What follows belongs to an exercise in optimizing a design on an open flow for small area; a production flow would make more cautious choices.
In this exercise RTL edits were held to simulation tests only and were not proved equivalent to the original.
Power figures rest on the tool's default switching activity, not on a simulated workload.

==> inputs of juniper <==
==> flow/design.v <==
module video_uut (
    input  wire         clk_i           , 
    input  wire         rst_i           , 
    input  wire         cen_i           , 
    input  wire         vid_sel_i       , 
    input  wire [29:0]  probes_i,
    input  wire [7:0]   square_length_1_i ,
    input  wire [7:0]   square_length_2_i ,
    input  wire [1:0]   speed_mult_1_i,
    input  wire [1:0]   speed_mult_2_i,
    input  wire [19:0]  vdat_bars_i     , 
    input  wire [19:0]  vdat_colour_i   , 
    input  wire [3:0]   fvht_i          , 
    output wire [3:0]   fvht_o          ,
    output wire [19:0]  video_o
);
reg [7:0]  square_length_1;
reg [7:0]  square_length_2;
reg [1:0]  speed_mult_1;
reg [1:0]  speed_mult_2;
reg [1:0]  speed_mult_3;
reg [3:0]  fvht_d1;
reg [3:0]  fvht_d2;
reg [3:0]  fvht_d3;
reg [11:0] column_counter;
reg [11:0] line_counter;
reg [19:0] probe_px;
reg [11:0] pos_x_1;
reg [10:0] pos_y_1;
reg [11:0] pos_x_2;
reg [10:0] pos_y_2;
reg [3:0]  direction;  
reg [19:0] sq1_px;
reg        sq1_on;
reg        sq2_on;
reg        sq2_odd;
reg [19:0] vdat_bars_d1;
reg [19:0] out_color;
reg [19:0] vid_d1;
function automatic [12:0] add12;    
    input [11:0] a;
    input [11:0] b;
    input        ci;
    integer i;
    reg c;
    begin
        c = ci;
        for (i = 0; i < 12; i = i + 1) begin
            add12[i] = a[i] ^ b[i] ^ c;
            c = (a[i] & b[i]) | (c & (a[i] ^ b[i]));
        end
        add12[12] = c;
    end
endfunction
function automatic lt12;            
    input [11:0] a;
    input [11:0] b;
    integer i;
    reg l;
    begin
        l = 1'b0;
        for (i = 0; i < 12; i = i + 1)
            l = (~a[i] & b[i]) | (~a[i] & l) | (b[i] & l);
        lt12 = l;
    end
endfunction
localparam [19:0] FLAT = {10'h050, 10'h200};
wire h_in = fvht_i[1];
wire h_d  = fvht_d1[1];
wire h_neg = ~h_in & h_d;
wire h_pos = h_in & ~h_d;
wire new_frame = fvht_i[2] & ~fvht_d1[2];
wire col_clr  = rst_i | (cen_i & h_neg);
wire line_clr = rst_i | (cen_i & h_pos & new_frame);
wire line_en  = cen_i & h_pos;
wire nf       = cen_i & new_frame;
wire [12:0] col_inc  = add12(column_counter, 12'd0, cen_i);
wire [12:0] line_inc = add12(line_counter, 12'd0, line_en);
wire [11:0] column_next = col_clr ? 12'd0 : col_inc[11:0];
wire [11:0] line_next   = line_clr ? 12'd0 : line_inc[11:0];
wire [12:0] sx1  = add12(pos_x_1, {4'b0, square_length_1}, 1'b0);
wire [12:0] sy1f = add12({1'b0, pos_y_1}, {4'b0, square_length_1}, 1'b0);
wire [12:0] sx2  = add12(pos_x_2, {4'b0, square_length_2}, 1'b0);
wire [12:0] sy2f = add12({1'b0, pos_y_2}, {4'b0, square_length_2}, 1'b0);
wire [10:0] sy1 = sy1f[10:0];
wire [10:0] sy2 = sy2f[10:0];
wire hit1 = lt12(pos_x_1, column_counter) && lt12(column_counter, sx1[11:0]) &&
            lt12({1'b0, pos_y_1}, line_counter) && lt12(line_counter, {1'b0, sy1});
wire hit2 = lt12(pos_x_2, column_counter) && lt12(column_counter, sx2[11:0]) &&
            lt12({1'b0, pos_y_2}, line_counter) && lt12(line_counter, {1'b0, sy2});
wire [3:0] p1 = (speed_mult_1 * speed_mult_3) & {4{nf}};
wire [3:0] p2 = (speed_mult_2 * speed_mult_3) & {4{nf}};
wire [12:0] mx1 = add12(pos_x_1, {{7{direction[0]}}, {p1, 1'b0} ^ {5{direction[0]}}}, direction[0]);
wire [12:0] my1 = add12({1'b0, pos_y_1}, {{7{direction[1]}}, {p1, 1'b0} ^ {5{direction[1]}}}, direction[1]);
wire [12:0] mx2 = add12(pos_x_2, {{7{direction[2]}}, {p2, 1'b0} ^ {5{direction[2]}}}, direction[2]);
wire [12:0] my2 = add12({1'b0, pos_y_2}, {{7{direction[3]}}, {p2, 1'b0} ^ {5{direction[3]}}}, direction[3]);
wire x1_oob = pos_x_1[11] | (pos_x_1[10:3] == 8'd0 && pos_x_1[2:0] < 3'd6);
wire x1_hi  = sx1 > 13'd1919;
wire y1_hi  = sy1 >= 11'd1124;
wire y1_lo  = pos_y_1 <= 11'd45;
wire x2_oob = pos_x_2[11] | (pos_x_2[10:3] == 8'd0 && pos_x_2[2:0] < 3'd6);
wire x2_hi  = sx2 >= 13'd1919;
wire y2_hi  = sy2 >= 11'd1124;
wire y2_lo  = pos_y_2 <= 11'd45;
wire [11:0] pos_x_1_next = (nf & x1_oob) ? 12'd6 :
                           (nf & x1_hi)  ? 12'd1918 - {4'b0, square_length_1} : mx1[11:0];
wire [10:0] pos_y_1_next = (nf & y1_hi)  ? 11'd1119 - {3'b0, square_length_1} :
                           (nf & y1_lo)  ? 11'd50 : my1[10:0];
wire [11:0] pos_x_2_next = (nf & x2_oob) ? 12'd6 :
                           (nf & x2_hi)  ? 12'd1915 - {4'b0, square_length_2} : mx2[11:0];
wire [10:0] pos_y_2_next = (nf & y2_hi)  ? 11'd1123 - {3'b0, square_length_2} :
                           (nf & y2_lo)  ? 11'd50 : my2[10:0];
wire [3:0] direction_next = {
    (nf & y2_hi) ? 1'b1 : (nf & y2_lo) ? 1'b0 : direction[3],
    (nf & x2_oob) ? 1'b0 : (nf & x2_hi) ? 1'b1 : direction[2],
    (nf & y1_hi) ? 1'b1 : (nf & y1_lo) ? 1'b0 : direction[1],
    (nf & x1_oob) ? 1'b0 : (nf & x1_hi) ? 1'b1 : direction[0]};
wire [19:0] probe_sel = {probes_i[29:20], column_next[0] ? probes_i[9:0] : probes_i[19:10]};
wire [19:0] sq2 = {10'h216, sq2_odd ? 10'h0cf : 10'h0fd};
wire both  = sq1_on & sq2_on;
wire any   = sq1_on | sq2_on;
wire mixed = vid_sel_i ? any : both;
wire [19:0] opx = sq1_on ? sq1_px : sq2_on ? sq2 : vid_sel_i ? vdat_bars_d1 : FLAT;
wire [19:0] opy = mixed ? (both ? sq2 : vdat_bars_d1) : 20'd0;
wire [12:0] sum_lf = add12({2'b0, opx[19:10]}, {2'b0, opy[19:10]}, 1'b0);
wire [12:0] sum_cf = add12({2'b0, opx[9:0]}, {2'b0, opy[9:0]}, 1'b0);
wire [19:0] out_next = {sum_lf[9:0], mixed ? {1'b0, sum_cf[9:1]} : sum_cf[9:0]};
always @(posedge clk_i) begin
    column_counter <= column_next;
    line_counter   <= line_next;
    if (rst_i) begin
        pos_x_1 <= 0;
        pos_y_1 <= 0;
        pos_x_2 <= 0;
        pos_y_2 <= 0;
        direction <= 0;
    end else begin
        pos_x_1 <= pos_x_1_next;
        pos_y_1 <= pos_y_1_next;
        pos_x_2 <= pos_x_2_next;
        pos_y_2 <= pos_y_2_next;
        direction <= direction_next;
    end
end
always @(posedge clk_i) begin
    if (rst_i) begin
        speed_mult_2 <= 0;
        fvht_d1 <= 0;
        fvht_d2 <= 0;
        fvht_d3 <= 0;
        sq1_on <= 0;
        sq2_on <= 0;
        vdat_bars_d1 <= 0;
        out_color <= 0;
        vid_d1 <= 0;
    end else if (cen_i) begin
        speed_mult_2 <= (~|speed_mult_2_i) ? 2'd1 : speed_mult_2_i;
        fvht_d1 <= fvht_i;
        fvht_d2 <= fvht_d1;
        fvht_d3 <= fvht_d2;
        sq1_on <= hit1 && (|probe_px);
        sq2_on <= hit2;
        vdat_bars_d1 <= vdat_bars_i;
        out_color <= out_next;
        vid_d1 <= out_color;
    end
end
always @(posedge clk_i) begin
    if (cen_i) begin
        square_length_1 <= (~|square_length_1_i) ? 8'd50 : square_length_1_i;
        square_length_2 <= (~|square_length_2_i) ? 8'd50 : square_length_2_i;
        speed_mult_1 <= (~|speed_mult_1_i) ? 2'd1 : speed_mult_1_i;
        speed_mult_3 <= speed_mult_2;
        probe_px <= probe_sel;
        sq1_px <= probe_px;
        sq2_odd <= column_counter[0];
    end
end
assign fvht_o  = fvht_d3;
assign video_o = vid_d1;
endmodule
==> flow/run.sh <==
#!/bin/bash
# synth_recipe.tcl (not shown) runs the flow's synth.tcl, then flattens the netlist and writes it again
# the make line also repeats each setting of config.mk as NAME=value (left out here)
make -C /OpenROAD-flow-scripts/flow DESIGN_CONFIG=/design/flow/config.mk WORK_HOME=/design/flow/orfs CLKGATE_MAP_FILE= SYNTH_SCRIPT=/design/flow/synth_recipe.tcl finish
==> flow/config.mk <==
export PLATFORM = sky130hd
export DESIGN_NAME = video_uut
export DESIGN_NICKNAME = video_uut
export VERILOG_FILES = /design/flow/design.v
export SDC_FILE = /design/flow/constraint.sdc
export NUM_CORES = 4
export LEC_CHECK = 0
export CAP_MARGIN = 20
export CORE_MARGIN = 2
export CORE_UTILIZATION = 45
export CTS_BUF_LIST = sky130_fd_sc_hd__clkbuf_8
export CTS_CLUSTER_DIAMETER = 60
export CTS_CLUSTER_SIZE = 18
export SLEW_MARGIN = 20
==> flow/constraint.sdc <==
create_clock -name core_clock -period 6.7 [get_ports {clk_i}]
set_input_delay 1.3400 -clock core_clock [delete_from_list [all_inputs] [get_ports {clk_i}]]
set_output_delay 1.3400 -clock core_clock [all_outputs]
set_load 0.01 [all_outputs]
==> inputs of pepper, as changes to juniper <==
==> flow/flow/run.sh (new file) <==
#!/bin/bash
# Standard ORFS flow (unchanged synthesis). Port buffers use the smallest
# buffer cell; the clock tree uses clkbuf_8 sink clusters of up to 14 flops
# and no dummy loads.
set -euo pipefail
bash standard.sh \
  "BUFFER_PORTS_ARGS=-buffer_cell sky130_fd_sc_hd__buf_1" \
  "CTS_ARGS=-sink_clustering_enable -repair_clock_nets -buf_list sky130_fd_sc_hd__clkbuf_8 -sink_clustering_size 14 -sink_clustering_max_diameter 80 -dont_use_dummy_load" \
  finish > standard.log 2>&1
==> flow/standard.sh (new file) <==
#!/bin/bash
# synth_recipe.tcl (not shown) runs the flow's synth.tcl, then flattens the netlist and writes it again
# the make line also repeats each setting of config.mk as NAME=value (left out here)
make -C /OpenROAD-flow-scripts/flow DESIGN_CONFIG=/design/flow/config.mk WORK_HOME=/design/flow/orfs CLKGATE_MAP_FILE= SYNTH_SCRIPT=/design/flow/synth_recipe.tcl "${@:-finish}"
CTS_BUF_LIST = default   (was sky130_fd_sc_hd__clkbuf_8)
CTS_CLUSTER_DIAMETER = default   (was 60)
CTS_CLUSTER_SIZE = default   (was 18)
removed: flow/run.sh
==> qor.txt <==
Clk tree area frac = 0.0362
R2R setup slack = 0.92 ns
Worst-path maximum fanout = 5
Comb. pwr = 363 µW
Latest clock arrival within the worst-skew pair = 0.58 ns
Register share of total power = 0.519
Drt first pass iters = 5
Setup CP Type = primary input to register
Startpoint types = primary input
Worst path depth = 20
First-pass GRT wire length = 48000 µm
Worst slack, placed = 0.166 ns
CP endpoint = pos_x_1[11]
Hold path depth = 0
Status = complete, no violations
Drt first-iter violations = 512
Worst path slowest cell = clkdlybuf4s50_1
Grt met2 use = 0.312
Logic pwr share = 0.132
Achievable Freq = 168 MHz
Final Worst Setup Slack = 0.745 ns
Slew margin rel. = 0.391
# the run above: juniper

==> qor.txt <==
R2R setup slack = 1.0 ns
Status = complete, no violations
Drt first-iter violations = 702
Worst slack, placed = 0.608 ns
Clk tree area frac = 0.0193
Final Worst Setup Slack = 0.997 ns
Achievable Freq = 175 MHz
Worst path slowest cell = a311oi_1
Hold path depth = 1
Comb. pwr = 330 µW
Startpoint types = register
# the run above: pepper

## afterwards: timing with drivers on the ports
The results above use ideal ports. As a check the final layouts listed here were re-extracted and re-timed, cells and wires unchanged.
Step 1 assumes that a clkbuf_16 drives the clock port and a buf_2 every other input.
Step 2 times the ports against the registers' clock, not the clock port: input delays grow and output delays shrink by t, the midpoint of the rising clock arrivals with the driver on.
a / b / c = no drivers / after step 1 / after step 2; a / b = the first two.
| run | shift t [ns] | slack for setup (ns) | pins driven straight from the clock port |
|---|---|---|---|
| juniper | 0.613 | 0.745 / 0.730 / 0.118 | 1 |
| pepper | 0.565 | 0.997 / 0.997 / 0.574 | 1 |
After both steps setup and hold are still met in every run listed. For juniper, which loses most, drivers alone change the setup slack by -0.015 ns; drivers and shift together by -0.627 ns.
